Background: an optimization exercise with open tools, aiming at small area and a short achievable clock period. Do not read the settings as production practice.
Where RTL was checked, it was by simulation tests only, not by an equivalence proof against the original.
The RTL of run 1 was laid out without a check of its function.
Power is estimated from default activity; no workload was simulated.

$ cat flow/design.v
module mac_pe (
  input  logic        clk_i,
  input  logic        rst_ni,
  input  logic [15:0] a_i,
  input  logic [15:0] b_i,
  input  logic        a_valid_i,
  input  logic        b_valid_i,
  input  logic        a_clr_i,
  input  logic        b_clr_i,
  input  logic        acc_clr_i,
  output logic [15:0] a_reg_o,
  output logic [15:0] b_reg_o,
  output logic [15:0] acc_x_o,
  output logic [15:0] acc_y_o
);
  logic p1;
  logic p2;
  logic p3;
  logic p4;
  logic p5;
  logic p6;
  logic p7;
  logic p8;
  logic p9;
  logic p10;
  logic p11;
  logic p12;
  logic p13;
  logic p14;
  logic p15;
  logic p16;
  logic p17;
  logic p18;
  logic p19;
  logic p20;
  logic p21;
  logic p22;
  logic p23;
  logic p24;
  logic p25;
  logic p26;
  logic p27;
  logic p28;
  logic p29;
  logic p30;
  logic p31;
  logic p32;
  logic p33;
  logic p34;
  logic p35;
  logic p36;
  logic p37;
  logic p38;
  logic p39;
  logic p40;
  logic p41;
  logic p42;
  logic p43;
  logic p44;
  logic p45;
  logic p46;
  logic p47;
  logic p48;
  logic p49;
  logic p50;
  logic p51;
  logic p52;
  logic p53;
  logic p54;
  logic p55;
  logic p56;
  logic p57;
  logic p58;
  logic p59;
  logic p60;
  logic p61;
  logic p62;
  logic p63;
  logic p64;
  logic p65;
  logic p66;
  logic p67;
  logic p68;
  logic p69;
  logic p70;
  logic p71;
  logic p72;
  logic p73;
  logic p74;
  logic p75;
  logic p76;
  logic p77;
  logic p78;
  logic p79;
  logic p80;
  logic p81;
  logic p82;
  logic p83;
  logic p84;
  logic p85;
  logic p86;
  logic p87;
  logic p88;
  logic p89;
  logic p90;
  logic p91;
  logic p92;
  logic p93;
  logic p94;
  logic p95;
  logic p96;
  logic p97;
  logic p98;
  logic p99;
  logic p100;
  logic p101;
  logic p102;
  logic p103;
  logic p104;
  logic p105;
  logic p106;
  logic p107;
  logic p108;
  logic p109;
  logic p110;
  logic p111;
  logic p112;
  logic p113;
  logic p114;
  logic p115;
  logic p116;
  logic p117;
  logic p118;
  logic p119;
  logic p120;
  logic p121;
  logic p122;
  logic p123;
  logic p124;
  logic p125;
  logic p126;
  logic p127;
  logic p128;
  logic p129;
  logic p130;
  logic p131;
  logic p132;
  logic p133;
  logic p134;
  logic p135;
  logic p136;
  logic s137;
  logic k138;
  logic s139;
  logic k140;
  logic s141;
  logic k142;
  logic s143;
  logic k144;
  logic s145;
  logic k146;
  logic s147;
  logic k148;
  logic s149;
  logic k150;
  logic s151;
  logic k152;
  logic s153;
  logic k154;
  logic s155;
  logic k156;
  logic s157;
  logic s158;
  logic s159;
  logic s160;
  logic s161;
  logic s162;
  logic k163;
  logic s164;
  logic k165;
  logic s166;
  logic k167;
  logic s168;
  logic k169;
  logic s170;
  logic k171;
  logic s172;
  logic k173;
  logic s174;
  logic k175;
  logic s176;
  logic k177;
  logic s178;
  logic k179;
  logic s180;
  logic k181;
  logic s182;
  logic k183;
  logic s184;
  logic k185;
  logic s186;
  logic k187;
  logic s188;
  logic k189;
  logic s190;
  logic k191;
  logic s192;
  logic k193;
  logic s194;
  logic k195;
  logic s196;
  logic k197;
  logic s198;
  logic k199;
  logic s200;
  logic k201;
  logic s202;
  logic k203;
  logic s204;
  logic k205;
  logic s206;
  logic k207;
  logic s208;
  logic k209;
  logic s210;
  logic k211;
  logic s212;
  logic k213;
  logic s214;
  logic s215;
  logic s216;
  logic s217;
  logic s218;
  logic k219;
  logic s220;
  logic k221;
  logic s222;
  logic k223;
  logic s224;
  logic k225;
  logic s226;
  logic k227;
  logic s228;
  logic k229;
  logic s230;
  logic k231;
  logic s232;
  logic k233;
  logic s234;
  logic k235;
  logic s236;
  logic k237;
  logic s238;
  logic k239;
  logic s240;
  logic k241;
  logic s242;
  logic k243;
  logic s244;
  logic k245;
  logic s246;
  logic k247;
  logic s248;
  logic k249;
  logic s250;
  logic k251;
  logic s252;
  logic k253;
  logic s254;
  logic k255;
  logic s256;
  logic k257;
  logic s258;
  logic k259;
  logic s260;
  logic k261;
  logic s262;
  logic k263;
  logic s264;
  logic k265;
  logic s266;
  logic k267;
  logic s268;
  logic k269;
  logic s270;
  logic k271;
  logic s272;
  logic k273;
  logic s274;
  logic k275;
  logic s276;
  logic k277;
  logic s278;
  logic s279;
  logic s280;
  logic s281;
  logic k282;
  logic s283;
  logic k284;
  logic s285;
  logic k286;
  logic s287;
  logic k288;
  logic s289;
  logic k290;
  logic s291;
  logic k292;
  logic s293;
  logic k294;
  logic s295;
  logic k296;
  logic s297;
  logic k298;
  logic s299;
  logic k300;
  logic s301;
  logic k302;
  logic s303;
  logic k304;
  logic s305;
  logic k306;
  logic s307;
  logic k308;
  logic s309;
  logic k310;
  logic s311;
  logic k312;
  logic s313;
  logic k314;
  logic s315;
  logic k316;
  logic s317;
  logic k318;
  logic s319;
  logic k320;
  logic s321;
  logic k322;
  logic s323;
  logic k324;
  logic s325;
  logic k326;
  logic s327;
  logic k328;
  logic s329;
  logic k330;
  logic s331;
  logic s332;
  logic s333;
  logic k334;
  logic s335;
  logic k336;
  logic s337;
  logic k338;
  logic s339;
  logic k340;
  logic s341;
  logic k342;
  logic s343;
  logic k344;
  logic s345;
  logic k346;
  logic s347;
  logic k348;
  logic s349;
  logic k350;
  logic s351;
  logic k352;
  logic s353;
  logic k354;
  logic s355;
  logic k356;
  logic s357;
  logic k358;
  logic s359;
  logic k360;
  logic s361;
  logic s362;
  logic k363;
  logic s364;
  logic k365;
  logic s366;
  logic k367;
  logic s368;
  logic k369;
  logic s370;
  logic k371;
  logic s372;
  logic k373;
  logic s374;
  logic k375;
  logic s376;
  logic k377;
  logic s378;
  logic k379;
  logic s380;
  logic k381;
  logic s382;
  logic k383;
  logic s384;
  logic k385;
  logic s386;
  logic k387;
  logic s388;
  logic k389;
  logic s390;
  logic k391;
  logic s392;
  logic [15:0] nx, ny;
  assign p1 = a_i[0] & b_i[0];
  assign p2 = a_i[0] & b_i[1];
  assign p3 = a_i[0] & b_i[2];
  assign p4 = a_i[0] & b_i[3];
  assign p5 = a_i[0] & b_i[4];
  assign p6 = a_i[0] & b_i[5];
  assign p7 = a_i[0] & b_i[6];
  assign p8 = a_i[0] & b_i[7];
  assign p9 = a_i[0] & b_i[8];
  assign p10 = a_i[0] & b_i[9];
  assign p11 = a_i[0] & b_i[10];
  assign p12 = a_i[0] & b_i[11];
  assign p13 = a_i[0] & b_i[12];
  assign p14 = a_i[0] & b_i[13];
  assign p15 = a_i[0] & b_i[14];
  assign p16 = a_i[0] & b_i[15];
  assign p17 = a_i[1] & b_i[0];
  assign p18 = a_i[1] & b_i[1];
  assign p19 = a_i[1] & b_i[2];
  assign p20 = a_i[1] & b_i[3];
  assign p21 = a_i[1] & b_i[4];
  assign p22 = a_i[1] & b_i[5];
  assign p23 = a_i[1] & b_i[6];
  assign p24 = a_i[1] & b_i[7];
  assign p25 = a_i[1] & b_i[8];
  assign p26 = a_i[1] & b_i[9];
  assign p27 = a_i[1] & b_i[10];
  assign p28 = a_i[1] & b_i[11];
  assign p29 = a_i[1] & b_i[12];
  assign p30 = a_i[1] & b_i[13];
  assign p31 = a_i[1] & b_i[14];
  assign p32 = a_i[2] & b_i[0];
  assign p33 = a_i[2] & b_i[1];
  assign p34 = a_i[2] & b_i[2];
  assign p35 = a_i[2] & b_i[3];
  assign p36 = a_i[2] & b_i[4];
  assign p37 = a_i[2] & b_i[5];
  assign p38 = a_i[2] & b_i[6];
  assign p39 = a_i[2] & b_i[7];
  assign p40 = a_i[2] & b_i[8];
  assign p41 = a_i[2] & b_i[9];
  assign p42 = a_i[2] & b_i[10];
  assign p43 = a_i[2] & b_i[11];
  assign p44 = a_i[2] & b_i[12];
  assign p45 = a_i[2] & b_i[13];
  assign p46 = a_i[3] & b_i[0];
  assign p47 = a_i[3] & b_i[1];
  assign p48 = a_i[3] & b_i[2];
  assign p49 = a_i[3] & b_i[3];
  assign p50 = a_i[3] & b_i[4];
  assign p51 = a_i[3] & b_i[5];
  assign p52 = a_i[3] & b_i[6];
  assign p53 = a_i[3] & b_i[7];
  assign p54 = a_i[3] & b_i[8];
  assign p55 = a_i[3] & b_i[9];
  assign p56 = a_i[3] & b_i[10];
  assign p57 = a_i[3] & b_i[11];
  assign p58 = a_i[3] & b_i[12];
  assign p59 = a_i[4] & b_i[0];
  assign p60 = a_i[4] & b_i[1];
  assign p61 = a_i[4] & b_i[2];
  assign p62 = a_i[4] & b_i[3];
  assign p63 = a_i[4] & b_i[4];
  assign p64 = a_i[4] & b_i[5];
  assign p65 = a_i[4] & b_i[6];
  assign p66 = a_i[4] & b_i[7];
  assign p67 = a_i[4] & b_i[8];
  assign p68 = a_i[4] & b_i[9];
  assign p69 = a_i[4] & b_i[10];
  assign p70 = a_i[4] & b_i[11];
  assign p71 = a_i[5] & b_i[0];
  assign p72 = a_i[5] & b_i[1];
  assign p73 = a_i[5] & b_i[2];
  assign p74 = a_i[5] & b_i[3];
  assign p75 = a_i[5] & b_i[4];
  assign p76 = a_i[5] & b_i[5];
  assign p77 = a_i[5] & b_i[6];
  assign p78 = a_i[5] & b_i[7];
  assign p79 = a_i[5] & b_i[8];
  assign p80 = a_i[5] & b_i[9];
  assign p81 = a_i[5] & b_i[10];
  assign p82 = a_i[6] & b_i[0];
  assign p83 = a_i[6] & b_i[1];
  assign p84 = a_i[6] & b_i[2];
  assign p85 = a_i[6] & b_i[3];
  assign p86 = a_i[6] & b_i[4];
  assign p87 = a_i[6] & b_i[5];
  assign p88 = a_i[6] & b_i[6];
  assign p89 = a_i[6] & b_i[7];
  assign p90 = a_i[6] & b_i[8];
  assign p91 = a_i[6] & b_i[9];
  assign p92 = a_i[7] & b_i[0];
  assign p93 = a_i[7] & b_i[1];
  assign p94 = a_i[7] & b_i[2];
  assign p95 = a_i[7] & b_i[3];
  assign p96 = a_i[7] & b_i[4];
  assign p97 = a_i[7] & b_i[5];
  assign p98 = a_i[7] & b_i[6];
  assign p99 = a_i[7] & b_i[7];
  assign p100 = a_i[7] & b_i[8];
  assign p101 = a_i[8] & b_i[0];
  assign p102 = a_i[8] & b_i[1];
  assign p103 = a_i[8] & b_i[2];
  assign p104 = a_i[8] & b_i[3];
  assign p105 = a_i[8] & b_i[4];
  assign p106 = a_i[8] & b_i[5];
  assign p107 = a_i[8] & b_i[6];
  assign p108 = a_i[8] & b_i[7];
  assign p109 = a_i[9] & b_i[0];
  assign p110 = a_i[9] & b_i[1];
  assign p111 = a_i[9] & b_i[2];
  assign p112 = a_i[9] & b_i[3];
  assign p113 = a_i[9] & b_i[4];
  assign p114 = a_i[9] & b_i[5];
  assign p115 = a_i[9] & b_i[6];
  assign p116 = a_i[10] & b_i[0];
  assign p117 = a_i[10] & b_i[1];
  assign p118 = a_i[10] & b_i[2];
  assign p119 = a_i[10] & b_i[3];
  assign p120 = a_i[10] & b_i[4];
  assign p121 = a_i[10] & b_i[5];
  assign p122 = a_i[11] & b_i[0];
  assign p123 = a_i[11] & b_i[1];
  assign p124 = a_i[11] & b_i[2];
  assign p125 = a_i[11] & b_i[3];
  assign p126 = a_i[11] & b_i[4];
  assign p127 = a_i[12] & b_i[0];
  assign p128 = a_i[12] & b_i[1];
  assign p129 = a_i[12] & b_i[2];
  assign p130 = a_i[12] & b_i[3];
  assign p131 = a_i[13] & b_i[0];
  assign p132 = a_i[13] & b_i[1];
  assign p133 = a_i[13] & b_i[2];
  assign p134 = a_i[14] & b_i[0];
  assign p135 = a_i[14] & b_i[1];
  assign p136 = a_i[15] & b_i[0];
  assign s137 = acc_x_o[11] ^ acc_y_o[11];
  assign k138 = acc_x_o[11] & acc_y_o[11];
  assign s139 = acc_x_o[12] ^ acc_y_o[12] ^ p13;
  assign k140 = (acc_x_o[12] & acc_y_o[12]) | (acc_x_o[12] & p13) | (acc_y_o[12] & p13);
  assign s141 = p28 ^ p42;
  assign k142 = p28 & p42;
  assign s143 = acc_x_o[13] ^ acc_y_o[13] ^ p14;
  assign k144 = (acc_x_o[13] & acc_y_o[13]) | (acc_x_o[13] & p14) | (acc_y_o[13] & p14);
  assign s145 = p29 ^ p43 ^ p56;
  assign k146 = (p29 & p43) | (p29 & p56) | (p43 & p56);
  assign s147 = p68 ^ p79;
  assign k148 = p68 & p79;
  assign s149 = acc_x_o[14] ^ acc_y_o[14] ^ p15;
  assign k150 = (acc_x_o[14] & acc_y_o[14]) | (acc_x_o[14] & p15) | (acc_y_o[14] & p15);
  assign s151 = p30 ^ p44 ^ p57;
  assign k152 = (p30 & p44) | (p30 & p57) | (p44 & p57);
  assign s153 = p69 ^ p80 ^ p90;
  assign k154 = (p69 & p80) | (p69 & p90) | (p80 & p90);
  assign s155 = p99 ^ p107;
  assign k156 = p99 & p107;
  assign s157 = acc_x_o[15] ^ acc_y_o[15] ^ p16;
  assign s158 = p31 ^ p45 ^ p58;
  assign s159 = p70 ^ p81 ^ p91;
  assign s160 = p100 ^ p108 ^ p115;
  assign s161 = p121 ^ p126;
  assign s162 = acc_x_o[7] ^ acc_y_o[7];
  assign k163 = acc_x_o[7] & acc_y_o[7];
  assign s164 = acc_x_o[8] ^ acc_y_o[8] ^ p9;
  assign k165 = (acc_x_o[8] & acc_y_o[8]) | (acc_x_o[8] & p9) | (acc_y_o[8] & p9);
  assign s166 = p24 ^ p38;
  assign k167 = p24 & p38;
  assign s168 = acc_x_o[9] ^ acc_y_o[9] ^ p10;
  assign k169 = (acc_x_o[9] & acc_y_o[9]) | (acc_x_o[9] & p10) | (acc_y_o[9] & p10);
  assign s170 = p25 ^ p39 ^ p52;
  assign k171 = (p25 & p39) | (p25 & p52) | (p39 & p52);
  assign s172 = p64 ^ p75;
  assign k173 = p64 & p75;
  assign s174 = acc_x_o[10] ^ acc_y_o[10] ^ p11;
  assign k175 = (acc_x_o[10] & acc_y_o[10]) | (acc_x_o[10] & p11) | (acc_y_o[10] & p11);
  assign s176 = p26 ^ p40 ^ p53;
  assign k177 = (p26 & p40) | (p26 & p53) | (p40 & p53);
  assign s178 = p65 ^ p76 ^ p86;
  assign k179 = (p65 & p76) | (p65 & p86) | (p76 & p86);
  assign s180 = p95 ^ p103;
  assign k181 = p95 & p103;
  assign s182 = p12 ^ p27 ^ p41;
  assign k183 = (p12 & p27) | (p12 & p41) | (p27 & p41);
  assign s184 = p54 ^ p66 ^ p77;
  assign k185 = (p54 & p66) | (p54 & p77) | (p66 & p77);
  assign s186 = p87 ^ p96 ^ p104;
  assign k187 = (p87 & p96) | (p87 & p104) | (p96 & p104);
  assign s188 = p111 ^ p117 ^ p122;
  assign k189 = (p111 & p117) | (p111 & p122) | (p117 & p122);
  assign s190 = p55 ^ p67 ^ p78;
  assign k191 = (p55 & p67) | (p55 & p78) | (p67 & p78);
  assign s192 = p88 ^ p97 ^ p105;
  assign k193 = (p88 & p97) | (p88 & p105) | (p97 & p105);
  assign s194 = p112 ^ p118 ^ p123;
  assign k195 = (p112 & p118) | (p112 & p123) | (p118 & p123);
  assign s196 = p127 ^ k138 ^ s139;
  assign k197 = (p127 & k138) | (p127 & s139) | (k138 & s139);
  assign s198 = p89 ^ p98 ^ p106;
  assign k199 = (p89 & p98) | (p89 & p106) | (p98 & p106);
  assign s200 = p113 ^ p119 ^ p124;
  assign k201 = (p113 & p119) | (p113 & p124) | (p119 & p124);
  assign s202 = p128 ^ p131 ^ k140;
  assign k203 = (p128 & p131) | (p128 & k140) | (p131 & k140);
  assign s204 = k142 ^ s143 ^ s145;
  assign k205 = (k142 & s143) | (k142 & s145) | (s143 & s145);
  assign s206 = p114 ^ p120 ^ p125;
  assign k207 = (p114 & p120) | (p114 & p125) | (p120 & p125);
  assign s208 = p129 ^ p132 ^ p134;
  assign k209 = (p129 & p132) | (p129 & p134) | (p132 & p134);
  assign s210 = k144 ^ k146 ^ k148;
  assign k211 = (k144 & k146) | (k144 & k148) | (k146 & k148);
  assign s212 = s149 ^ s151 ^ s153;
  assign k213 = (s149 & s151) | (s149 & s153) | (s151 & s153);
  assign s214 = p130 ^ p133 ^ p135;
  assign s215 = p136 ^ k150 ^ k152;
  assign s216 = k154 ^ k156 ^ s157;
  assign s217 = s158 ^ s159 ^ s160;
  assign s218 = acc_x_o[4] ^ acc_y_o[4];
  assign k219 = acc_x_o[4] & acc_y_o[4];
  assign s220 = acc_x_o[5] ^ acc_y_o[5] ^ p6;
  assign k221 = (acc_x_o[5] & acc_y_o[5]) | (acc_x_o[5] & p6) | (acc_y_o[5] & p6);
  assign s222 = p21 ^ p35;
  assign k223 = p21 & p35;
  assign s224 = acc_x_o[6] ^ acc_y_o[6] ^ p7;
  assign k225 = (acc_x_o[6] & acc_y_o[6]) | (acc_x_o[6] & p7) | (acc_y_o[6] & p7);
  assign s226 = p22 ^ p36 ^ p49;
  assign k227 = (p22 & p36) | (p22 & p49) | (p36 & p49);
  assign s228 = p61 ^ p72;
  assign k229 = p61 & p72;
  assign s230 = p8 ^ p23 ^ p37;
  assign k231 = (p8 & p23) | (p8 & p37) | (p23 & p37);
  assign s232 = p50 ^ p62 ^ p73;
  assign k233 = (p50 & p62) | (p50 & p73) | (p62 & p73);
  assign s234 = p83 ^ p92 ^ s162;
  assign k235 = (p83 & p92) | (p83 & s162) | (p92 & s162);
  assign s236 = p51 ^ p63 ^ p74;
  assign k237 = (p51 & p63) | (p51 & p74) | (p63 & p74);
  assign s238 = p84 ^ p93 ^ p101;
  assign k239 = (p84 & p93) | (p84 & p101) | (p93 & p101);
  assign s240 = k163 ^ s164 ^ s166;
  assign k241 = (k163 & s164) | (k163 & s166) | (s164 & s166);
  assign s242 = p85 ^ p94 ^ p102;
  assign k243 = (p85 & p94) | (p85 & p102) | (p94 & p102);
  assign s244 = p109 ^ k165 ^ k167;
  assign k245 = (p109 & k165) | (p109 & k167) | (k165 & k167);
  assign s246 = s168 ^ s170 ^ s172;
  assign k247 = (s168 & s170) | (s168 & s172) | (s170 & s172);
  assign s248 = p110 ^ p116 ^ k169;
  assign k249 = (p110 & p116) | (p110 & k169) | (p116 & k169);
  assign s250 = k171 ^ k173 ^ s174;
  assign k251 = (k171 & k173) | (k171 & s174) | (k173 & s174);
  assign s252 = s176 ^ s178 ^ s180;
  assign k253 = (s176 & s178) | (s176 & s180) | (s178 & s180);
  assign s254 = s137 ^ k175 ^ k177;
  assign k255 = (s137 & k175) | (s137 & k177) | (k175 & k177);
  assign s256 = k179 ^ k181 ^ s182;
  assign k257 = (k179 & k181) | (k179 & s182) | (k181 & s182);
  assign s258 = s184 ^ s186 ^ s188;
  assign k259 = (s184 & s186) | (s184 & s188) | (s186 & s188);
  assign s260 = s141 ^ k183 ^ k185;
  assign k261 = (s141 & k183) | (s141 & k185) | (k183 & k185);
  assign s262 = k187 ^ k189 ^ s190;
  assign k263 = (k187 & k189) | (k187 & s190) | (k189 & s190);
  assign s264 = s192 ^ s194 ^ s196;
  assign k265 = (s192 & s194) | (s192 & s196) | (s194 & s196);
  assign s266 = s147 ^ k191 ^ k193;
  assign k267 = (s147 & k191) | (s147 & k193) | (k191 & k193);
  assign s268 = k195 ^ k197 ^ s198;
  assign k269 = (k195 & k197) | (k195 & s198) | (k197 & s198);
  assign s270 = s200 ^ s202 ^ s204;
  assign k271 = (s200 & s202) | (s200 & s204) | (s202 & s204);
  assign s272 = s155 ^ k199 ^ k201;
  assign k273 = (s155 & k199) | (s155 & k201) | (k199 & k201);
  assign s274 = k203 ^ k205 ^ s206;
  assign k275 = (k203 & k205) | (k203 & s206) | (k205 & s206);
  assign s276 = s208 ^ s210 ^ s212;
  assign k277 = (s208 & s210) | (s208 & s212) | (s210 & s212);
  assign s278 = s161 ^ k207 ^ k209;
  assign s279 = k211 ^ k213 ^ s214;
  assign s280 = s215 ^ s216 ^ s217;
  assign s281 = acc_x_o[2] ^ acc_y_o[2];
  assign k282 = acc_x_o[2] & acc_y_o[2];
  assign s283 = acc_x_o[3] ^ acc_y_o[3] ^ p4;
  assign k284 = (acc_x_o[3] & acc_y_o[3]) | (acc_x_o[3] & p4) | (acc_y_o[3] & p4);
  assign s285 = p19 ^ p33;
  assign k286 = p19 & p33;
  assign s287 = p5 ^ p20 ^ p34;
  assign k288 = (p5 & p20) | (p5 & p34) | (p20 & p34);
  assign s289 = p47 ^ p59 ^ s218;
  assign k290 = (p47 & p59) | (p47 & s218) | (p59 & s218);
  assign s291 = p48 ^ p60 ^ p71;
  assign k292 = (p48 & p60) | (p48 & p71) | (p60 & p71);
  assign s293 = k219 ^ s220 ^ s222;
  assign k294 = (k219 & s220) | (k219 & s222) | (s220 & s222);
  assign s295 = p82 ^ k221 ^ k223;
  assign k296 = (p82 & k221) | (p82 & k223) | (k221 & k223);
  assign s297 = s224 ^ s226 ^ s228;
  assign k298 = (s224 & s226) | (s224 & s228) | (s226 & s228);
  assign s299 = k225 ^ k227 ^ k229;
  assign k300 = (k225 & k227) | (k225 & k229) | (k227 & k229);
  assign s301 = s230 ^ s232 ^ s234;
  assign k302 = (s230 & s232) | (s230 & s234) | (s232 & s234);
  assign s303 = k231 ^ k233 ^ k235;
  assign k304 = (k231 & k233) | (k231 & k235) | (k233 & k235);
  assign s305 = s236 ^ s238 ^ s240;
  assign k306 = (s236 & s238) | (s236 & s240) | (s238 & s240);
  assign s307 = k237 ^ k239 ^ k241;
  assign k308 = (k237 & k239) | (k237 & k241) | (k239 & k241);
  assign s309 = s242 ^ s244 ^ s246;
  assign k310 = (s242 & s244) | (s242 & s246) | (s244 & s246);
  assign s311 = k243 ^ k245 ^ k247;
  assign k312 = (k243 & k245) | (k243 & k247) | (k245 & k247);
  assign s313 = s248 ^ s250 ^ s252;
  assign k314 = (s248 & s250) | (s248 & s252) | (s250 & s252);
  assign s315 = k249 ^ k251 ^ k253;
  assign k316 = (k249 & k251) | (k249 & k253) | (k251 & k253);
  assign s317 = s254 ^ s256 ^ s258;
  assign k318 = (s254 & s256) | (s254 & s258) | (s256 & s258);
  assign s319 = k255 ^ k257 ^ k259;
  assign k320 = (k255 & k257) | (k255 & k259) | (k257 & k259);
  assign s321 = s260 ^ s262 ^ s264;
  assign k322 = (s260 & s262) | (s260 & s264) | (s262 & s264);
  assign s323 = k261 ^ k263 ^ k265;
  assign k324 = (k261 & k263) | (k261 & k265) | (k263 & k265);
  assign s325 = s266 ^ s268 ^ s270;
  assign k326 = (s266 & s268) | (s266 & s270) | (s268 & s270);
  assign s327 = k267 ^ k269 ^ k271;
  assign k328 = (k267 & k269) | (k267 & k271) | (k269 & k271);
  assign s329 = s272 ^ s274 ^ s276;
  assign k330 = (s272 & s274) | (s272 & s276) | (s274 & s276);
  assign s331 = k273 ^ k275 ^ k277;
  assign s332 = s278 ^ s279 ^ s280;
  assign s333 = acc_x_o[1] ^ acc_y_o[1];
  assign k334 = acc_x_o[1] & acc_y_o[1];
  assign s335 = p3 ^ p18 ^ p32;
  assign k336 = (p3 & p18) | (p3 & p32) | (p18 & p32);
  assign s337 = p46 ^ k282 ^ s283;
  assign k338 = (p46 & k282) | (p46 & s283) | (k282 & s283);
  assign s339 = k284 ^ k286 ^ s287;
  assign k340 = (k284 & k286) | (k284 & s287) | (k286 & s287);
  assign s341 = k288 ^ k290 ^ s291;
  assign k342 = (k288 & k290) | (k288 & s291) | (k290 & s291);
  assign s343 = k292 ^ k294 ^ s295;
  assign k344 = (k292 & k294) | (k292 & s295) | (k294 & s295);
  assign s345 = k296 ^ k298 ^ s299;
  assign k346 = (k296 & k298) | (k296 & s299) | (k298 & s299);
  assign s347 = k300 ^ k302 ^ s303;
  assign k348 = (k300 & k302) | (k300 & s303) | (k302 & s303);
  assign s349 = k304 ^ k306 ^ s307;
  assign k350 = (k304 & k306) | (k304 & s307) | (k306 & s307);
  assign s351 = k308 ^ k310 ^ s311;
  assign k352 = (k308 & k310) | (k308 & s311) | (k310 & s311);
  assign s353 = k312 ^ k314 ^ s315;
  assign k354 = (k312 & k314) | (k312 & s315) | (k314 & s315);
  assign s355 = k316 ^ k318 ^ s319;
  assign k356 = (k316 & k318) | (k316 & s319) | (k318 & s319);
  assign s357 = k320 ^ k322 ^ s323;
  assign k358 = (k320 & k322) | (k320 & s323) | (k322 & s323);
  assign s359 = k324 ^ k326 ^ s327;
  assign k360 = (k324 & k326) | (k324 & s327) | (k326 & s327);
  assign s361 = k328 ^ k330 ^ s331;
  assign s362 = acc_x_o[0] ^ p1;
  assign k363 = acc_x_o[0] & p1;
  assign s364 = p2 ^ p17 ^ s333;
  assign k365 = (p2 & p17) | (p2 & s333) | (p17 & s333);
  assign s366 = s281 ^ k334 ^ s335;
  assign k367 = (s281 & k334) | (s281 & s335) | (k334 & s335);
  assign s368 = s285 ^ k336 ^ s337;
  assign k369 = (s285 & k336) | (s285 & s337) | (k336 & s337);
  assign s370 = s289 ^ k338 ^ s339;
  assign k371 = (s289 & k338) | (s289 & s339) | (k338 & s339);
  assign s372 = s293 ^ k340 ^ s341;
  assign k373 = (s293 & k340) | (s293 & s341) | (k340 & s341);
  assign s374 = s297 ^ k342 ^ s343;
  assign k375 = (s297 & k342) | (s297 & s343) | (k342 & s343);
  assign s376 = s301 ^ k344 ^ s345;
  assign k377 = (s301 & k344) | (s301 & s345) | (k344 & s345);
  assign s378 = s305 ^ k346 ^ s347;
  assign k379 = (s305 & k346) | (s305 & s347) | (k346 & s347);
  assign s380 = s309 ^ k348 ^ s349;
  assign k381 = (s309 & k348) | (s309 & s349) | (k348 & s349);
  assign s382 = s313 ^ k350 ^ s351;
  assign k383 = (s313 & k350) | (s313 & s351) | (k350 & s351);
  assign s384 = s317 ^ k352 ^ s353;
  assign k385 = (s317 & k352) | (s317 & s353) | (k352 & s353);
  assign s386 = s321 ^ k354 ^ s355;
  assign k387 = (s321 & k354) | (s321 & s355) | (k354 & s355);
  assign s388 = s325 ^ k356 ^ s357;
  assign k389 = (s325 & k356) | (s325 & s357) | (k356 & s357);
  assign s390 = s329 ^ k358 ^ s359;
  assign k391 = (s329 & k358) | (s329 & s359) | (k358 & s359);
  assign s392 = s332 ^ k360 ^ s361;
  assign nx = {k391, k389, k387, k385, k383, k381, k379, k377, k375, k373, k371, k369, k367, k365, k363, s362};
  assign ny = {s392, s390, s388, s386, s384, s382, s380, s378, s376, s374, s372, s370, s368, s366, s364, 1'b0};
  always_ff @(posedge clk_i or negedge rst_ni) begin
    if (!rst_ni) begin
      a_reg_o <= '0;
      b_reg_o <= '0;
    end else begin
      if (a_clr_i)        a_reg_o <= '0;
      else if (a_valid_i) a_reg_o <= a_i;
      if (b_clr_i)        b_reg_o <= '0;
      else if (b_valid_i) b_reg_o <= b_i;
    end
  end
  always_ff @(posedge clk_i or negedge rst_ni) begin
    if (!rst_ni) begin
      acc_x_o <= '0;
      acc_y_o <= '0;
    end else if (acc_clr_i) begin
      acc_x_o <= '0;
      acc_y_o <= '0;
    end else if (a_valid_i || b_valid_i) begin
      acc_x_o <= nx;
      acc_y_o <= ny;
    end
  end
endmodule
module mac_array #(
  parameter int unsigned DATA_WIDTH = 16,
  parameter int unsigned M_ROWS     = 4,
  parameter int unsigned N_COLS     = 4,
  parameter int unsigned PE_COUNT   = M_ROWS * N_COLS
)(
  input  logic                                clk_i,
  input  logic                                rst_ni,
  input  logic [  M_ROWS-1:0][DATA_WIDTH-1:0] array_a_i,
  input  logic [  N_COLS-1:0][DATA_WIDTH-1:0] array_b_i,
  input  logic                                feed_a_valid_i,
  input  logic                                feed_b_valid_i,
  input  logic                                a_clr_i,
  input  logic                                b_clr_i,
  input  logic                                acc_clr_i,
  output logic [PE_COUNT-1:0][DATA_WIDTH-1:0] acc_x_o,
  output logic [PE_COUNT-1:0][DATA_WIDTH-1:0] acc_y_o
);
  logic [M_ROWS-1:0][N_COLS-1:0][DATA_WIDTH-1:0] a_reg;
  logic [M_ROWS-1:0][N_COLS-1:0][DATA_WIDTH-1:0] b_reg;
  genvar i, j;
  generate
    for (i = 0; i < M_ROWS; i++) begin : array_row
      for (j = 0; j < N_COLS; j++) begin : array_col
        logic [DATA_WIDTH-1:0] a_in, b_in;
        if (j == 0) begin : a_port
          assign a_in = array_a_i[i];
        end else begin : a_chain
          assign a_in = a_reg[i][j-1];
        end
        if (i == 0) begin : b_port
          assign b_in = array_b_i[j];
        end else begin : b_chain
          assign b_in = b_reg[i-1][j];
        end
        mac_pe i_mac_pe (
          .clk_i      ( clk_i                      ),
          .rst_ni     ( rst_ni                     ),
          .a_i        ( a_in                       ),
          .b_i        ( b_in                       ),
          .a_valid_i  ( feed_a_valid_i             ),
          .b_valid_i  ( feed_b_valid_i             ),
          .a_clr_i    ( a_clr_i                    ),
          .b_clr_i    ( b_clr_i                    ),
          .acc_clr_i  ( acc_clr_i                  ),
          .a_reg_o    ( a_reg[i][j]                ),
          .b_reg_o    ( b_reg[i][j]                ),
          .acc_x_o    ( acc_x_o[i * N_COLS + j]    ),
          .acc_y_o    ( acc_y_o[i * N_COLS + j]    )
        );
      end
    end
  endgenerate
endmodule
module stream_out #(
  parameter int unsigned DATA_WIDTH = 16,
  parameter int unsigned TOTAL_ELEM = 16,
  parameter int unsigned IDX_WIDTH  = $clog2(TOTAL_ELEM)
)(
  input  logic                                  clk_i,
  input  logic                                  rst_ni,
  input  logic [TOTAL_ELEM-1:0][DATA_WIDTH-1:0] bus_x_i,
  input  logic [TOTAL_ELEM-1:0][DATA_WIDTH-1:0] bus_y_i,
  input  logic                                  start_stream_i,
  input  logic                                  stream_clr_i,
  output logic                 [DATA_WIDTH-1:0] stream_data_o,
  output logic                                  stream_valid_o
);
  logic [IDX_WIDTH-1:0] index_reg;
  logic streaming_active;
  logic counter_done;
  logic [DATA_WIDTH-1:0] sel_x, sel_y;
  assign counter_done = (index_reg == TOTAL_ELEM-1);
  assign sel_x = bus_x_i[index_reg];
  assign sel_y = bus_y_i[index_reg];
  always_ff @(posedge clk_i or negedge rst_ni) begin
    if (!rst_ni) begin
      streaming_active <= 1'b0;
    end else if (counter_done || stream_clr_i) begin
      streaming_active <= 1'b0;
    end else if (start_stream_i) begin
      streaming_active <= 1'b1;
    end
  end
  always_ff @(posedge clk_i or negedge rst_ni) begin
    if (!rst_ni) begin
      index_reg <= '0;
    end else if (counter_done || stream_clr_i) begin
      index_reg <= '0;
    end else if (start_stream_i || streaming_active) begin
      index_reg <= index_reg + 1'b1;
    end
  end
  always_ff @(posedge clk_i or negedge rst_ni) begin
    if (!rst_ni) begin
      stream_data_o  <= '0;
      stream_valid_o <= 1'b0;
    end else if (stream_clr_i) begin
      stream_data_o  <= '0;
      stream_valid_o <= 1'b0;
    end else if (start_stream_i || streaming_active) begin
      stream_data_o  <= sel_x + sel_y;
      stream_valid_o <= 1'b1;
    end else begin
      stream_valid_o <= 1'b0;
    end
  end
endmodule
module top_systolic_array #(
  parameter int unsigned DATA_WIDTH = 16,
  parameter int unsigned RESET_VAL  = 0,
  parameter int unsigned M_ROWS     = 4,
  parameter int unsigned N_COLS     = 4,
  parameter int unsigned TOTAL_ELEM = M_ROWS * N_COLS
)(
  input  logic clk_i,
  input  logic rst_ni,
  input  logic [M_ROWS*DATA_WIDTH-1:0] array_a_i,
  input  logic [N_COLS*DATA_WIDTH-1:0] array_b_i,
  input  logic feed_a_valid_i,
  input  logic feed_b_valid_i,
  input  logic a_clr_i,
  input  logic b_clr_i,
  input  logic acc_clr_i,
  input  logic start_stream_i,
  input  logic stream_clr_i,
  output logic stream_valid_o,
  output logic [DATA_WIDTH-1:0] stream_data_o
);
  logic [TOTAL_ELEM-1:0][DATA_WIDTH-1:0] bus_x, bus_y;
  mac_array #(
    .DATA_WIDTH      ( DATA_WIDTH     ),
    .M_ROWS          ( M_ROWS         ),
    .N_COLS          ( N_COLS         )
  ) i_mac_array (
    .clk_i           ( clk_i          ),
    .rst_ni          ( rst_ni         ),
    .array_a_i       ( array_a_i      ),
    .array_b_i       ( array_b_i      ),
    .feed_a_valid_i  ( feed_a_valid_i ),
    .feed_b_valid_i  ( feed_b_valid_i ),
    .a_clr_i         ( a_clr_i        ),
    .b_clr_i         ( b_clr_i        ),
    .acc_clr_i       ( acc_clr_i      ),
    .acc_x_o         ( bus_x          ),
    .acc_y_o         ( bus_y          )
  );
  stream_out #(
    .DATA_WIDTH      ( DATA_WIDTH     ),
    .TOTAL_ELEM      ( TOTAL_ELEM     )
  ) i_stream_out (
    .clk_i           ( clk_i          ),
    .rst_ni          ( rst_ni         ),
    .bus_x_i         ( bus_x          ),
    .bus_y_i         ( bus_y          ),
    .start_stream_i  ( start_stream_i ),
    .stream_clr_i    ( stream_clr_i   ),
    .stream_data_o   ( stream_data_o  ),
    .stream_valid_o  ( stream_valid_o )
  );
endmodule
$ cat flow/run.sh
#!/bin/bash
# synth_recipe.tcl (not shown) runs the flow's synth.tcl, then flattens the netlist and writes it again
# the make line also repeats each setting of config.mk as NAME=value (left out here)
make -C /OpenROAD-flow-scripts/flow DESIGN_CONFIG=/design/flow/config.mk WORK_HOME=/design/flow/orfs CLKGATE_MAP_FILE= SYNTH_SCRIPT=/design/flow/synth_recipe.tcl finish
$ cat flow/config.mk
export PLATFORM = sky130hd
export DESIGN_NAME = top_systolic_array
export DESIGN_NICKNAME = top_systolic_array
export VERILOG_FILES = /design/flow/design.v
export SDC_FILE = /design/flow/constraint.sdc
export NUM_CORES = 4
export LEC_CHECK = 0
export CAP_MARGIN = 20
export CORE_MARGIN = 2
export CORE_UTILIZATION = 40
export SLEW_MARGIN = 20
$ cat flow/constraint.sdc
create_clock -name core_clock -period 8.0 [get_ports {clk_i}]
set_input_delay 1.6000 -clock core_clock [delete_from_list [all_inputs] [get_ports {clk_i}]]
set_output_delay 1.6000 -clock core_clock [all_outputs]
set_load 0.01 [all_outputs]
==> summary.md, run 1 <==
| Metric | Value |
|---|---|
| Status | `finished clean` |
| Largest area contributor in the netlist | `fa_1` |
| Largest register by flop count | `i_mac_array.array_row.array_col.i_mac_pe.acc_x_o` |
| Max Root-Sink Buffers | `3` |
| CTS Buf Count | `115` |
| Max-cap violations | `0` |
| Reg2Reg Capture Point | `i_stream_out.stream_data_o[15]$_DFFE_PN0P_` |
| Worst Skew | `0.0648 ns` |
| Synthesized netlist cell count | `9,950` |
| Final nets | `11,900` |
| Fmax | `175 MHz` |
| CP Cell Sequence | `clkdlybuf4s50_1, nand2_1, fa_1, inv_1, fa_1, inv_1, fa_1, fa_1, fa_1, xnor2_1, xnor2_1, xnor2_1, xnor2_1, xnor3_1, o31ai_1` |
| Gr busiest metal | `met2` |
| Critical path launch point type | `input port` |
| Sequential element share of the synthesized area | `0.227` |
| P&R area growth vs syn | `8.90%` |
| CP delay by family, top | `adder cells` |
| HP Class | `flip-flop to flip-flop` |
| Clk latency of the worst-skew pair | `0.81 ns` |
| Unique masters post-synth | `41` |
| Max incr delay on CP | `1.02 ns` |
| Final std cells w/o fill | `13,200` |
| Iteration count of the initial detailed-routing pass | `8` |
| Total setup buffers inserted after CTS | `0` |
| Tcrit/Tclk final | `0.713` |
| Worst-path clk slew | `0.06 ns` |
| Placed Cells | `13,000` |
| Synthesized area per cell | `9.97 um2` |
| Starting Density | `0.403` |
| Critical path peak fanout | `17` |
| Final setup viols | `0` |
| Vias/cell | `5.36` |
| DR DRC count | `0` |
| Crit path DAT | `6.40 ns` |
| First-pass GRT wire length | `521,000 um` |
| Pleak | `0.0452 uW` |
| Worst path required time | `8.70 ns` |
| Routing usage on met1 | `0.386` |
| GRT Overall Usage | `0.283` |
| DR vias | `70,900` |
| Slew @ Worst Pin | `1.20 ns` |
| Slowest cell on crit path | `clkdlybuf4s50_1` |
| Clk sink count | `902` |
| Row count | `182` |
| Post-synth EDFFs | `0` |
| Tmin final | `5.70 ns` |
| Ys async rst share | `1.00` |
| FF+latch count, synth | `902` |
| Max FFs per register | `256` |
| Vias in the first global route | `75,200` |
| DRT antenna net count | `0` |
| GRT met2 Usage | `0.428` |
| Avg WL per Cell | `26.2 um` |
| Biggest regs | `i_mac_array.array_row.array_col.i_mac_pe.acc_x_o (256), i_mac_array.array_row.array_col.i_mac_pe.acc_y_o (240)` |
| Most frequent cells in the layout | `1,780 x inv_1, 1,681 x fa_1, 1,478 x nand2_1` |
| Chip width | `502 um` |
| Final Slew Violations | `0` |
| Root buffer cell | `clkbuf_16` |
| RSZ-0062 raised after global routing | `false` |
| RePlAce Congestion | `0.952` |
| Pwr/cell area | `155 nW/um2` |
| Ys Warns | `2` |
| H-tree level count | `3` |
| Most common cell after layout, fill and taps aside | `inv_1` |
| Syn_nets | `12,000` |
| Grt total ovfl | `0` |
| PortBufs | `153` |
| CTS tree | `built` |
| Buffers and inverters on the worst path | `3` |
| Layout cells sized above 1 | `0.0502` |
| Synth top area cells | `fa_1 34%, dfrtp_1 23%, and2_1 7.7%, inv_1 6.7%, nand2_1 5.6%` |
| Largest net degree at the start of global routing | `231` |
| Routed wire length | `347,000 um` |
| CTS Hold Bufs | `0` |
| R2r startpoint | `i_stream_out.index_reg[0]$_DFFE_PN0P_` |
| I/O pin total | `154` |
| Chip height | `502 um` |
| Reg2Reg Depth | `11` |
| Setup TNS | `0 ns` |
| Top FF cell, synth | `dfrtp_1` |
| Area of the die | `252,000 um2` |
| Core area | `246,000 um2` |
| Crit path kind | `input port to flip-flop` |
| Initial antenna violation count | `57` |
| Initial DRC count | `6,706` |
| Cts repair resizes | `0` |
| Critical Path Most Common Cell | `fa_1` |
| WHS Path Cells | `2` |
| Post-synth top area share | `0.339` |
| Rel. slew slack | `0.198` |
| R2r setup slk | `2.98 ns` |
| Hpwl dp | `266,000 um` |
| Hold Vio Cnt, Final | `0` |
| M3 GR Usage | `0.0724` |
| Worst IR drop on VDD | `0.196 mV` |
| Crit end category | `flip-flop` |
| Post-Syn Area | `99,200 um2` |
==> power breakdown <==
part / switching (uW) / leakage, uW / internal, uW / total (uW)
registers: 780 / 0.0124 / 4920 / 5700
logic: 3070 / 0.0309 / 2320 / 5380
clock network: 2370 / 0.00195 / 3280 / 5650
total: 6210 / 0.0452 / 10500 / 16700
==> per-layer routing <==
layer	vias to the layer above	wire (um)
li1	29700	-
met1	37400	141000
met2	3100	155000
met3	706	35000
met4	30	16600
met5	-	193
==> layout make-up <==
class                   count  area, um2
fillers                 23600     138000
multi-input cells        6690      67800
flip-flops and latches    902      22600
inverters                1780       6680
well taps                3312       4140
clock buffers             163       3330
repair buffers            302       2820
clock inverters            48        649
diodes                     25       62.6
==> how the worst max path moves through the flow <==
stage,start,end,cells past startpoint
2_1_floorplan,array_a_i[32],flip-flop,15
3_5_place_dp,array_a_i[16],flip-flop,15
6_report,array_a_i[16],flip-flop,15
3_3_place_gp,array_a_i[16],flip-flop,15
5_1_grt,array_a_i[16],flip-flop,15
4_1_cts,array_a_i[16],flip-flop,15
==> logic make-up (layout without fill, tap and decap cells) <==
group / Yosys count / in the layout / synth area share
and+or+nand+nor: 3175 / 3175 / 0.153
DFF: 902 / 902 / 0.227
xor gates and xnor gates: 496 / 496 / 0.0460
AOI/OAI and AO/OA: 545 / 545 / 0.0390
buffers and inverters: 2358 / 2293 / 0.0894
other: 0 / 25 / 0
muxes: 538 / 538 / 0.0740
adders and majority gates: 1936 / 1936 / 0.371
==> metrics by stage <==
step | cell area (um2) | hold WS [ns] | util | setup slack (ns) | power [uW]
6_report | 108000 | 0.505 | 0.439 | 2.30 | 16700
5_1_grt | 108000 | 0.542 | 0.438 | 2.16 | 17600
4_1_cts | 108000 | 0.506 | 0.438 | 2.31 | 16800
3_5_place_dp | 104000 | 0.494 | 0.422 | 1.48 | 11100
3_3_place_gp | 104000 | 0.487 | 0.422 | 1.59 | 11000
2_1_floorplan | 99200 | 0.465 | - | 2.64 | 8950
==> synthesized netlist by cell type, types with 19 or more instances <==
master    count
mux2i_1     384
o31ai_1     432
buf_1        55
xnor2_1     380
nand2_1    1478
mux4_2      147
fa_1       1681
inv_1      1780
ha_1        255
o21ai_0      73
xor2_1      100
and2_1     1216
a21oi_1      19
clkbuf_1    510
dfrtp_1     902
nor2_1      400
nand2b_1     66
==> worst reg2reg max path, delay by kind of cell, from the launching register on <==
kind,cells,cell delay (ns)
compound gates,5,1.09
simple gates,1,0.38
flops,1,0.97
mux,2,1.16
fa+ha+maj,2,0.66
buf+inv,1,0.66
==> inputs of run 2 (changes only) <==
--- a/flow/design.v
+++ b/flow/design.v
@@ -5,8 +5,7 @@
   input  logic [15:0] b_i,
   input  logic        a_valid_i,
   input  logic        b_valid_i,
-  input  logic        a_clr_i,
-  input  logic        b_clr_i,
+  input  logic        acc_en_i,
   input  logic        acc_clr_i,
   output logic [15:0] a_reg_o,
   output logic [15:0] b_reg_o,
@@ -800,16 +799,9 @@
   assign s392 = s332 ^ k360 ^ s361;
   assign nx = {k391, k389, k387, k385, k383, k381, k379, k377, k375, k373, k371, k369, k367, k365, k363, s362};
   assign ny = {s392, s390, s388, s386, s384, s382, s380, s378, s376, s374, s372, s370, s368, s366, s364, 1'b0};
-  always_ff @(posedge clk_i or negedge rst_ni) begin
-    if (!rst_ni) begin
-      a_reg_o <= '0;
-      b_reg_o <= '0;
-    end else begin
-      if (a_clr_i)        a_reg_o <= '0;
-      else if (a_valid_i) a_reg_o <= a_i;
-      if (b_clr_i)        b_reg_o <= '0;
-      else if (b_valid_i) b_reg_o <= b_i;
-    end
+  always_ff @(posedge clk_i) begin
+    if (a_valid_i) a_reg_o <= a_i;
+    if (b_valid_i) b_reg_o <= b_i;
   end
   always_ff @(posedge clk_i or negedge rst_ni) begin
     if (!rst_ni) begin
@@ -818,7 +810,7 @@
     end else if (acc_clr_i) begin
       acc_x_o <= '0;
       acc_y_o <= '0;
-    end else if (a_valid_i || b_valid_i) begin
+    end else if (acc_en_i) begin
       acc_x_o <= nx;
       acc_y_o <= ny;
     end
@@ -844,20 +836,47 @@
 );
   logic [M_ROWS-1:0][N_COLS-1:0][DATA_WIDTH-1:0] a_reg;
   logic [M_ROWS-1:0][N_COLS-1:0][DATA_WIDTH-1:0] b_reg;
+  logic [N_COLS-1:0] a_live;
+  logic [M_ROWS-1:0] b_live;
+  logic              acc_valid;
+  assign acc_valid = feed_a_valid_i | feed_b_valid_i;
+  always_ff @(posedge clk_i or negedge rst_ni) begin
+    if (!rst_ni) begin
+      a_live <= '0;
+    end else if (a_clr_i) begin
+      a_live <= '0;
+    end else if (feed_a_valid_i) begin
+      a_live <= {a_live[N_COLS-2:0], 1'b1};
+    end
+  end
+  always_ff @(posedge clk_i or negedge rst_ni) begin
+    if (!rst_ni) begin
+      b_live <= '0;
+    end else if (b_clr_i) begin
+      b_live <= '0;
+    end else if (feed_b_valid_i) begin
+      b_live <= {b_live[M_ROWS-2:0], 1'b1};
+    end
+  end
   genvar i, j;
   generate
     for (i = 0; i < M_ROWS; i++) begin : array_row
       for (j = 0; j < N_COLS; j++) begin : array_col
         logic [DATA_WIDTH-1:0] a_in, b_in;
+        logic                  a_in_live, b_in_live;
         if (j == 0) begin : a_port
-          assign a_in = array_a_i[i];
+          assign a_in      = array_a_i[i];
+          assign a_in_live = 1'b1;
         end else begin : a_chain
-          assign a_in = a_reg[i][j-1];
+          assign a_in      = a_reg[i][j-1];
+          assign a_in_live = a_live[j-1];
         end
         if (i == 0) begin : b_port
-          assign b_in = array_b_i[j];
+          assign b_in      = array_b_i[j];
+          assign b_in_live = 1'b1;
         end else begin : b_chain
-          assign b_in = b_reg[i-1][j];
+          assign b_in      = b_reg[i-1][j];
+          assign b_in_live = b_live[i-1];
         end
         mac_pe i_mac_pe (
           .clk_i      ( clk_i                      ),
@@ -866,8 +885,7 @@
           .b_i        ( b_in                       ),
           .a_valid_i  ( feed_a_valid_i             ),
           .b_valid_i  ( feed_b_valid_i             ),
-          .a_clr_i    ( a_clr_i                    ),
-          .b_clr_i    ( b_clr_i                    ),
+          .acc_en_i   ( acc_valid & a_in_live & b_in_live ),
           .acc_clr_i  ( acc_clr_i                  ),
           .a_reg_o    ( a_reg[i][j]                ),
           .b_reg_o    ( b_reg[i][j]                ),
--- a/flow/config.mk
+++ b/flow/config.mk
@@ -7,5 +7,6 @@
 export LEC_CHECK = 0
 export CAP_MARGIN = 20
 export CORE_MARGIN = 2
-export CORE_UTILIZATION = 40
+export CORE_UTILIZATION = 50
+export SETUP_SLACK_MARGIN = 3.5
 export SLEW_MARGIN = 20
==> run 2 against run 1 <==
Fmax is 23% higher. Flip-flop and latch count is 6 higher. Cell area is 4.7% lower. First-iteration DRC count is 24% lower. Hold slack better by 0.012 ns. Worst setup slack better by 1.1 ns. Via count is 10% lower. Combinational power is 130% higher. Final cell count is 12% lower. Clock skew is 0.015 ns lower. Largest cell class unchanged.
==> summary.md, run 2 <==
| Metric | Value |
|---|---|
| Status | `finished clean` |
| Slew @ Worst Pin | `1.09 ns` |
| Multi-input gate area | `61,900 um2` |
| Most frequent cells in the layout | `1,761 x inv_1, 1,609 x fa_1, 1,413 x nand2_1` |
| Largest net degree at the start of global routing | `135` |
| Rel. slew slack | `0.271` |
| Tcrit/Tclk final | `0.578` |
| I/O pin total | `154` |
| Final setup viols | `0` |
| Area of the die | `192,000 um2` |
| Routed wire length | `306,000 um` |
| Pwr/cell area | `233 nW/um2` |
| Root buffer cell | `clkbuf_16` |
| Syn_nets | `11,000` |
| Crit end category | `flip-flop` |
| Critical path launch point type | `input port` |
| Critical Path Most Common Cell | `xnor2_1` |
| Post-synth top area share | `0.358` |
| CTS Buf Count | `109` |
| Worst path required time | `8.61 ns` |
| Setup TNS | `0 ns` |
| Crit path kind | `input port to flip-flop` |
| Sequential element share of the synthesized area | `0.262` |
| Reg area | `24,700 um2` |
| Chip width | `438 um` |
| Fmax | `216 MHz` |
| Worst Skew | `0.0500 ns` |
| CTS Hold Bufs | `0` |
| Initial antenna violation count | `6` |
| Pleak | `0.0451 uW` |
| Critical path peak fanout | `15` |
| Synth top area cells | `fa_1 36%, dfrtp_1 14%, edfxtp_1 12%, and2_1 8.1%, inv_1 7.1%` |
| GRT Overall Usage | `0.331` |
| Vias in the first global route | `69,700` |
| Unique masters post-synth | `42` |
| Final Slew Violations | `0` |
| HP Class | `flip-flop to flip-flop` |
| Hpwl dp | `232,000 um` |
| CP Cell Sequence | `dlygate4sd2_1, nand2_1, fa_1, fa_1, fa_2, fa_2, xnor2_2, xnor2_1, xnor2_1, xnor2_1, xnor3_1, nand2_1, a21oi_1` |
| Final nets | `11,100` |
| Max Root-Sink Buffers | `3` |
| H-tree level count | `3` |
| Post-synth EDFFs | `384` |
| CTS tree | `built` |
| Ys async rst share | `0.577` |
| Final core utilization | `0.549` |
| Layout cells sized above 1 | `0.0811` |
| Filler cell count | `16,500` |
| Worst IR drop on VDD | `0.229 mV` |
| Ys Warns | `3` |
| FF+latch count, synth | `908` |
| Max incr delay on CP | `0.68 ns` |
| Post-Syn Area | `94,000 um2` |
| Iteration count of the initial detailed-routing pass | `6` |
| P&R area growth vs syn | `9.51%` |
| First-pass GRT wire length | `459,000 um` |
| RSZ-0062 raised after global routing | `true` |
| Biggest regs | `i_mac_array.array_row.array_col.i_mac_pe.acc_x_o (256), i_mac_array.array_row.array_col.i_mac_pe.acc_y_o (240)` |
| PortBufs | `153` |
| Initial DRC count | `5,065` |
| R2r setup slk | `3.57 ns` |
| Starting Density | `0.502` |
| Slowest cell on crit path | `dlygate4sd2_1` |
| Top post-synthesis cells by count | `1,777 x inv_1, 1,681 x fa_1, 1,422 x nand2_1` |
| Crit path DAT | `5.23 ns` |
| Core area | `187,000 um2` |
| Synthesized area per cell | `10.6 um2` |
| Largest register by flop count | `i_mac_array.array_row.array_col.i_mac_pe.acc_x_o` |
| Clk latency of the worst-skew pair | `0.78 ns` |
| Largest area contributor in the netlist | `fa_1` |
| Row count | `159` |
| DRT antenna net count | `0` |
| Most common cell after layout, fill and taps aside | `inv_1` |
| Tmin final | `4.62 ns` |
| Most frequent cell after synthesis | `inv_1` |
| Clk sink count | `908` |
| Max-cap violations | `0` |
| Worst-path clk slew | `0.07 ns` |
| Synthesized netlist cell count | `8,910` |
| Grt total ovfl | `0` |
| Hold Vio Cnt, Final | `0` |
| Top FF cell, synth | `dfrtp_1` |
| RePlAce Congestion | `0.960` |
| Vias/cell | `5.47` |
| Avg WL per Cell | `26.4 um` |
| Chip height | `438 um` |
| DR DRC count | `0` |
| DR vias | `63,500` |
| Max FFs per register | `256` |
| Worst-case hold slack | `0.516 ns` |
run 2: changes by cell type after synthesis, sizes merged, moves of 318 or more:
cell | previous run | this run
dfrtp | 902 | 524
o31ai | 432 | 26
nor2 | 400 | 49
edfxtp | 0 | 384
o21ai | 73 | 391
mux2i | 384 | 4
run 2: worst paths after layout:
kind	cells past startpoint	start	endpoint
setup / recovery	13	array_b_i[2]	flip-flop
hold / removal	2	flip-flop	flip-flop
setup reg to reg	15	flip-flop	flip-flop
hold reg to reg	2	flip-flop	flip-flop
max in group asynchronous	2	rst_ni	asynchronous set/reset pin
min in group asynchronous	1	rst_ni	asynchronous set/reset pin
run 2: power breakdown:
group	internal, uW	switching (uW)
Clock	2960	2230
Sequential	5320	998
Combinational	5750	6730
run 2: cell families after synthesis:
kind of cell    Yosys count  synth area share
flops                   908             0.262
compound gates          554            0.0338
buf+inv                2113            0.0846
xor+xnor                510            0.0477
simple gates           2731             0.143
mux                     158            0.0376
fa+ha+maj              1936             0.392
run 2: metal layers:
metal  GRT usage  wire length (um)
met3      0.0567             20600
met4       0.234             26900
met5           0                41
met1       0.407            113000
met2       0.532            145000
run 2: repair_timing:
action,CTS,global route
endpoints found under the setup margin,96,24
gates cloned,1,0
pin swaps,56,59
setup buffers,79,25
gates resized for setup,327,99
run 2: worst max-delay path, delay by kind of cell:
family / cells / cell delay [ns]
simple gates: 2 / 0.25
xor+xnor: 5 / 0.86
buf+inv: 1 / 0.68
fa+ha+maj: 4 / 1.76
compound gates: 1 / 0.07
run 2: layout make-up:
class	instances	area share
diodes	3	0.0000729
clock buffers	149	0.0305
well taps	2495	0.0303
inverters	1777	0.0648
multi-input cells	5889	0.602
clock inverters	57	0.00525
repair buffers	322	0.0281
flip-flops and latches	908	0.239
run 2: metrics by stage:
step | instances | setup WS [ns] | area, um2 | total power [uW]
detailed placement | 11300 | 1.78 | 98300 | 18700
global route | 11600 | 3.27 | 103000 | 26100
CTS | 11600 | 3.36 | 103000 | 24100
global placement | 11300 | 1.80 | 98300 | 18400
finish | 11600 | 3.38 | 103000 | 24000
floorplan | 8910 | 2.87 | 94400 | 14800
==> inputs of run 3 (changes only) <==
==> flow/flow/run.sh (new file) <==
#!/bin/bash
# Layout flow: the standard ORFS flow with two changes.
#  1. After the standard synthesis, flow/polarity.py re-phases the full-adder
#     cells (a full adder is self-dual) so fewer inverters are needed between
#     them. Registers and every other cell are kept as synthesised.
#  2. Ports are buffered with a plain buffer (buf_4) instead of the delay
#     cell buffer_ports picks by default.
# Each tool's output goes to a log file of its own in this folder.
set -euo pipefail
R=orfs/results/sky130hd/top_systolic_array/base
EXTRA=("BUFFER_PORTS_ARGS=-buffer_cell sky130_fd_sc_hd__buf_4")
if [[ -f flow/extra.txt ]]; then
  while read -r l; do [[ -n "$l" ]] && EXTRA+=("$l"); done < flow/extra.txt
fi
export BUFFER_PORTS_ARGS="-buffer_cell sky130_fd_sc_hd__buf_4"
bash standard.sh "${EXTRA[@]}" synth > make_synth.log 2>&1
cp $R/1_2_yosys.v 1_2_yosys.standard.v
python3 flow/polarity.py 1_2_yosys.standard.v $R/1_2_yosys.v > polarity.log 2>&1
touch $R/1_2_yosys.v
bash standard.sh "${EXTRA[@]}" finish > make_finish.log 2>&1
==> flow/flow/polarity.py (new file) <==
#!/usr/bin/env python3
"""Re-phase full adders in a mapped sky130 netlist to remove inverters.

A full adder is self-dual: FA(~a,~b,~c) = (~sum, ~cout). Flipping the phase of
an adder cell inverts what it needs on its inputs and what it drives on its
outputs, without changing the cell. This script picks a phase per sky130 fa_*
cell (greedy local search) to minimise the number of inverters needed, then
rebuilds the inverter trees it touched. Registers and all other cells are left
as they are. Usage: polarity.py IN.v OUT.v
"""
import re, sys, random

OUTS = {'X', 'Y', 'Q', 'Q_N', 'SUM', 'COUT', 'HI', 'LO'}
src = open(sys.argv[1]).read()

inst_re = re.compile(r'^(\s*)(sky130_fd_sc_hd__\w+)\s+(\S+)\s*\((.*?)\n\s*\);\n', re.S | re.M)
pin_re = re.compile(r'\.(\w+)\((.*?)\)\s*(?:,|$)', re.M)

cells = []
for m in inst_re.finditer(src):
    typ, name, body = m.group(2), m.group(3), m.group(4)
    pins = [(p, n.strip()) for p, n in pin_re.findall(body)]
    cells.append(dict(typ=typ, name=name, pins=pins, span=m.span(), indent=m.group(1)))

# module ports
hdr = src[:src.index(');')]
ports = set()
for m in re.finditer(r'^\s*(input|output|inout)\s+(?:wire\s+)?(\[[^\]]*\]\s*)?(\S+?)\s*;', src, re.M):
    ports.add(m.group(3))
def base(n):
    n = n.strip()
    if n.startswith('\\'):
        b = n.split(' ')[0]
    else:
        b = n
    return re.sub(r'\[\d+\]$', '', b) if not n.startswith('\\') else b.rstrip()

def is_port(n):
    b = n.strip()
    if b.startswith('\\'):
        return b.split(' ')[0] in ports or b in ports
    return re.sub(r'\s*\[\d+\]$', '', b) in ports

driver = {}
loads = {}
for ci, c in enumerate(cells):
    for p, n in c['pins']:
        if not n or n.startswith("1'") or n.startswith('{'):
            continue
        if p in OUTS:
            driver[n] = (ci, p)
        else:
            loads.setdefault(n, []).append((ci, p))

def is_inv(ci):
    return re.match(r'sky130_fd_sc_hd__(clk)?inv_\d+$', cells[ci]['typ']) is not None
def is_fa(ci):
    return re.match(r'sky130_fd_sc_hd__fa_\d+$', cells[ci]['typ']) is not None

# roots: nets not driven by an inverter
def pinnet(ci, p):
    for q, n in cells[ci]['pins']:
        if q == p:
            return n
roots = {}
for n in set(list(driver) + list(loads)):
    d = driver.get(n)
    if d is not None and is_inv(d[0]):
        continue
    # walk the inverter tree
    cons = []  # (ci, pin, polarity)
    invs = []
    nets = [n]
    stack = [(n, 0)]
    bad = is_port(n)
    while stack:
        m, q = stack.pop()
        for ci, p in loads.get(m, []):
            if is_inv(ci):
                invs.append(ci)
                y = pinnet(ci, 'Y')
                nets.append(y)
                if is_port(y):
                    bad = True
                stack.append((y, q ^ 1))
            else:
                cons.append((ci, p, q))
    roots[n] = dict(cons=cons, invs=invs, nets=nets, bad=bad,
                    src=d[0] if d is not None else None)

fas = [ci for ci in range(len(cells)) if is_fa(ci)]
x = {ci: 0 for ci in fas}
fixed = set()
for r, R in roots.items():
    if R['bad'] or R['src'] is None:
        for ci, p, q in R['cons']:
            if ci in x:
                fixed.add(ci)
        if R['src'] in x:
            fixed.add(R['src'])

def need(R, ci, q):
    xs = x.get(R['src'], 0) if R['src'] is not None else 0
    return q ^ xs ^ x.get(ci, 0)

def cost(R):
    if not R['cons']:
        return 0
    return 1 if any(need(R, ci, q) for ci, p, q in R['cons']) else 0

fa_roots = {ci: set() for ci in fas}
for r, R in roots.items():
    if R['src'] in x:
        fa_roots[R['src']].add(r)
    for ci, p, q in R['cons']:
        if ci in x:
            fa_roots[ci].add(r)

total0 = sum(cost(R) for R in roots.values())
orig_inv = sum(len(R['invs']) for R in roots.values())
random.seed(1)
order = [f for f in fas if f not in fixed]
for it in range(30):
    improved = 0
    random.shuffle(order)
    for f in order:
        rs = fa_roots[f]
        before = sum(cost(roots[r]) for r in rs)
        x[f] ^= 1
        after = sum(cost(roots[r]) for r in rs)
        if after < before or (after == before and random.random() < 0.3):
            improved += before - after
        else:
            x[f] ^= 1
    if improved == 0 and it > 5:
        break
total1 = sum(cost(R) for R in roots.values())
sys.stderr.write(f"fa={len(fas)} fixed={len(fixed)} flipped={sum(x.values())} "
                 f"inverters: original {orig_inv}, needed before {total0}, after {total1}\n")

# rebuild: for every root touching an FA, drop its inverters and reconnect.
edits = {}      # ci -> {pin: newnet}
remove = set()
newcells = []
newwires = []
k = 0
for r, R in roots.items():
    touches = (R['src'] in x) or any(ci in x for ci, p, q in R['cons'])
    if not touches or R['bad'] or not R['cons']:
        continue
    inv_net = None
    for ci in R['invs']:
        remove.add(ci)
    for ci, p, q in R['cons']:
        if need(R, ci, q):
            if inv_net is None:
                k += 1
                inv_net = f"_pol_net_{k}_"
                newwires.append(inv_net)
                newcells.append((f"_pol_inv_{k}_", r, inv_net))
            edits.setdefault(ci, {})[p] = inv_net
        else:
            edits.setdefault(ci, {})[p] = r

def esc(n):
    return n + ' ' if n.startswith('\\') else n

out = []
pos = 0
for ci, c in enumerate(cells):
    s, e = c['span']
    out.append(src[pos:s])
    pos = e
    if ci in remove:
        continue
    pins = c['pins']
    ed = edits.get(ci, {})
    body = ",\n".join(f"{c['indent']}  .{p}({esc(ed.get(p, n))})" for p, n in pins)
    out.append(f"{c['indent']}{c['typ']} {c['name']} (\n{body}\n{c['indent']});\n")
rest = src[pos:]
i = rest.rindex('endmodule')
add = "".join(f"  wire {w};\n" for w in newwires)
add += "".join(f"  sky130_fd_sc_hd__inv_1 {n} (\n    .A({esc(a)}),\n    .Y({y})\n  );\n" for n, a, y in newcells)
out.append(rest[:i] + add + rest[i:])
open(sys.argv[2], 'w').write("".join(out))
sys.stderr.write(f"removed {len(remove)} inverters, added {len(newcells)}\n")
==> flow/standard.sh (new file) <==
#!/bin/bash
# synth_recipe.tcl (not shown) runs the flow's synth.tcl, then flattens the netlist and writes it again
# the make line also repeats each setting of config.mk as NAME=value (left out here)
make -C /OpenROAD-flow-scripts/flow DESIGN_CONFIG=/design/flow/config.mk WORK_HOME=/design/flow/orfs CLKGATE_MAP_FILE= SYNTH_SCRIPT=/design/flow/synth_recipe.tcl "${@:-finish}"
removed: flow/run.sh
==> run 3 against run 2 <==
Clock skew decreased by 0.016 ns. Sequential share of layout area increased by 0.86 points. Hold slack got worse by 0.073 ns. Critical path depth increased by 2. Core utilization increased by 0.12 points. Register-to-register slack improved by 0.04 ns. Power increased by 0.32%. Area after synthesis decreased by 3.4%. Worst setup slack improved by 0.054 ns. Via count decreased by 4.7%. Non-clock buffer count decreased by 11. Sequential power increased by 0.8%. Largest power group unchanged.
==> summary.md, run 3 <==
| Metric | Value |
|---|---|
| Sw Share | `0.406` |
| CTS Buf Count | `109` |
| Gr busiest metal | `met2` |
| Largest net degree at the start of global routing | `138` |
| Routing usage on met1 | `0.414` |
| P&R area growth vs syn | `9.50%` |
| Critical path launch point type | `input port` |
| Initial antenna violation count | `21` |
| Final Slew Violations | `0` |
| Most common cell after layout, fill and taps aside | `fa_1` |
| Synthesized area per cell | `11.3 um2` |
| RePlAce Congestion | `0.982` |
| Fmax | `219 MHz` |
| Worst Skew | `0.0336 ns` |
| Critical path peak fanout | `17` |
| Internal Power | `14,300 uW` |
| Tmin final | `4.57 ns` |
| I/O pin total | `154` |
| Max FFs per register | `256` |
| Post-Syn Area | `90,800 um2` |
| Pleak | `0.0410 uW` |
| Core area | `181,000 um2` |
| Final std cells w/o fill | `10,600` |
| Area of the die | `185,000 um2` |
| CTS tree | `built` |
| Slowest cell on crit path | `fa_1` |
| Filler cell count | `15,600` |
| Layout cells sized above 1 | `0.0916` |
| GRT Overall Usage | `0.338` |
| Slew @ Worst Pin | `1.02 ns` |
| Crit path kind | `input port to flip-flop` |
| Max-cap violations | `0` |
| CP Cell Sequence | `buf_6, and2_4, fa_1, inv_1, fa_1, fa_2, fa_2, fa_2, xnor2_2, xnor2_1, xnor2_1, xnor2_1, xnor3_1, nand2_1, a21oi_1` |
| Iteration count of the initial detailed-routing pass | `6` |
| Worst-path clk slew | `0.07 ns` |
| Multi-input gate area | `61,900 um2` |
| Crit end category | `flip-flop` |
| Final setup viols | `0` |
| Most frequent cells in the layout | `1,631 x fa_1, 1,419 x nand2_1, 1,214 x and2_1` |
| RSZ-0062 raised after global routing | `true` |
| Max Root-Sink Buffers | `3` |
| Vias/cell | `5.70` |
| PortBufs | `153` |
| Worst IR drop on VDD | `0.187 mV` |
| Tcrit/Tclk final | `0.571` |
| Vias in the first global route | `66,800` |
| Starting Density | `0.503` |
| Hold Vio Cnt, Final | `0` |
| Pwr/cell area | `242 nW/um2` |
| Cell Area, Placed | `94,400 um2` |
| Final nets | `10,200` |
| Clk latency of the worst-skew pair | `0.78 ns` |
| Chip height | `430 um` |
| Power share of the clock group | `0.221` |
| First-pass GRT wire length | `452,000 um` |
| Row count | `156` |
| Placed Cells | `10,300` |
| Buffers and inverters on the worst path | `2` |
| Grt total ovfl | `0` |
| Initial DRC count | `5,160` |
| Syn_nets | `10,100` |
| Rel. slew slack | `0.316` |
| H-tree level count | `3` |
| Setup TNS | `0 ns` |
| Status | `finished clean` |
| Synthesized netlist cell count | `8,047` |
| Clk sink count | `908` |
| DR vias | `60,500` |
| Hpwl dp | `228,000 um` |
| Worst path required time | `8.59 ns` |
| Reg area | `24,700 um2` |
-- run 3: stage by stage --
| step | total power, uW | utilization | setup WS (ns) |
|---|---|---|---|
| finish | 24100 | 0.551 | 3.43 |
| global route | 26100 | 0.551 | 3.31 |
| CTS | 24100 | 0.548 | 3.42 |
| detailed placement | 18600 | 0.523 | 2.56 |
| global placement | 18400 | 0.523 | 2.58 |
| floorplan | 14800 | - | 2.87 |
-- run 3: final timing paths --
kind,cells after the start,slack [ns],endpoint,from
max in group asynchronous,2,5.94,asynchronous set/reset pin,rst_ni
max,15,3.43,flip-flop,array_a_i[0]
min reg2reg,0,0.44,flip-flop,flip-flop
max reg2reg,15,3.61,flip-flop,flip-flop
min in group asynchronous,1,0.75,asynchronous set/reset pin,rst_ni
min,0,0.44,flip-flop,flip-flop
-- run 3: area by class of cell --
class                      instances  share of cell area
multi-input combinational       5889               0.622
sequential                       908               0.248
inverter                         914              0.0345
clock buffer                     148              0.0315
tap                             2370              0.0298
timing repair buffer             311              0.0271
clock inverter                    60             0.00677
antenna                            5            0.000126
-- run 3: what timing repair did --
item	4_1_cts	5_1_grt
pin swaps	48	79
setup buffers	66	34
hold buffers	0	0
cloned	1	0
endpoints found under the setup margin	22	20
resized for setup	20	54
-- run 3: routing by layer --
layer	up-vias	share of wire
li1	25200	-
met1	32000	0.36
met2	2515	0.48
met3	820	0.070
met4	8	0.094
met5	-	0.00016
-- run 3: power groups by stage --
stage               sequential, uW  combinational (uW)  clock [uW]
finish                        6370               12400        5320
global route                  6380               14100        5570
CTS                           6380               12300        5390
detailed placement            6520               12100           0
global placement              6520               11900           0
floorplan                     5720                9090           0
-- run 3: worst register-to-register path: cells and delay by family, from the launching register on --
kind | cells | cell delay (ns)
flip-flops | 1 | 0.35
AO/OA/AOI/OAI | 1 | 0.09
adder cells (fa/ha/maj) | 5 | 2.26
buffers and inverters | 2 | 0.28
XOR/XNOR | 6 | 1.07
AND/OR/NAND/NOR | 1 | 0.20

Check on run 3: ideal ports give 3.433 ns setup slack; a clkbuf_16 on the clock port and buf_2 on the inputs give 3.482 ns; moving port delays by the midpoint clock arrival (0.849 ns) as well gives 2.633 ns.
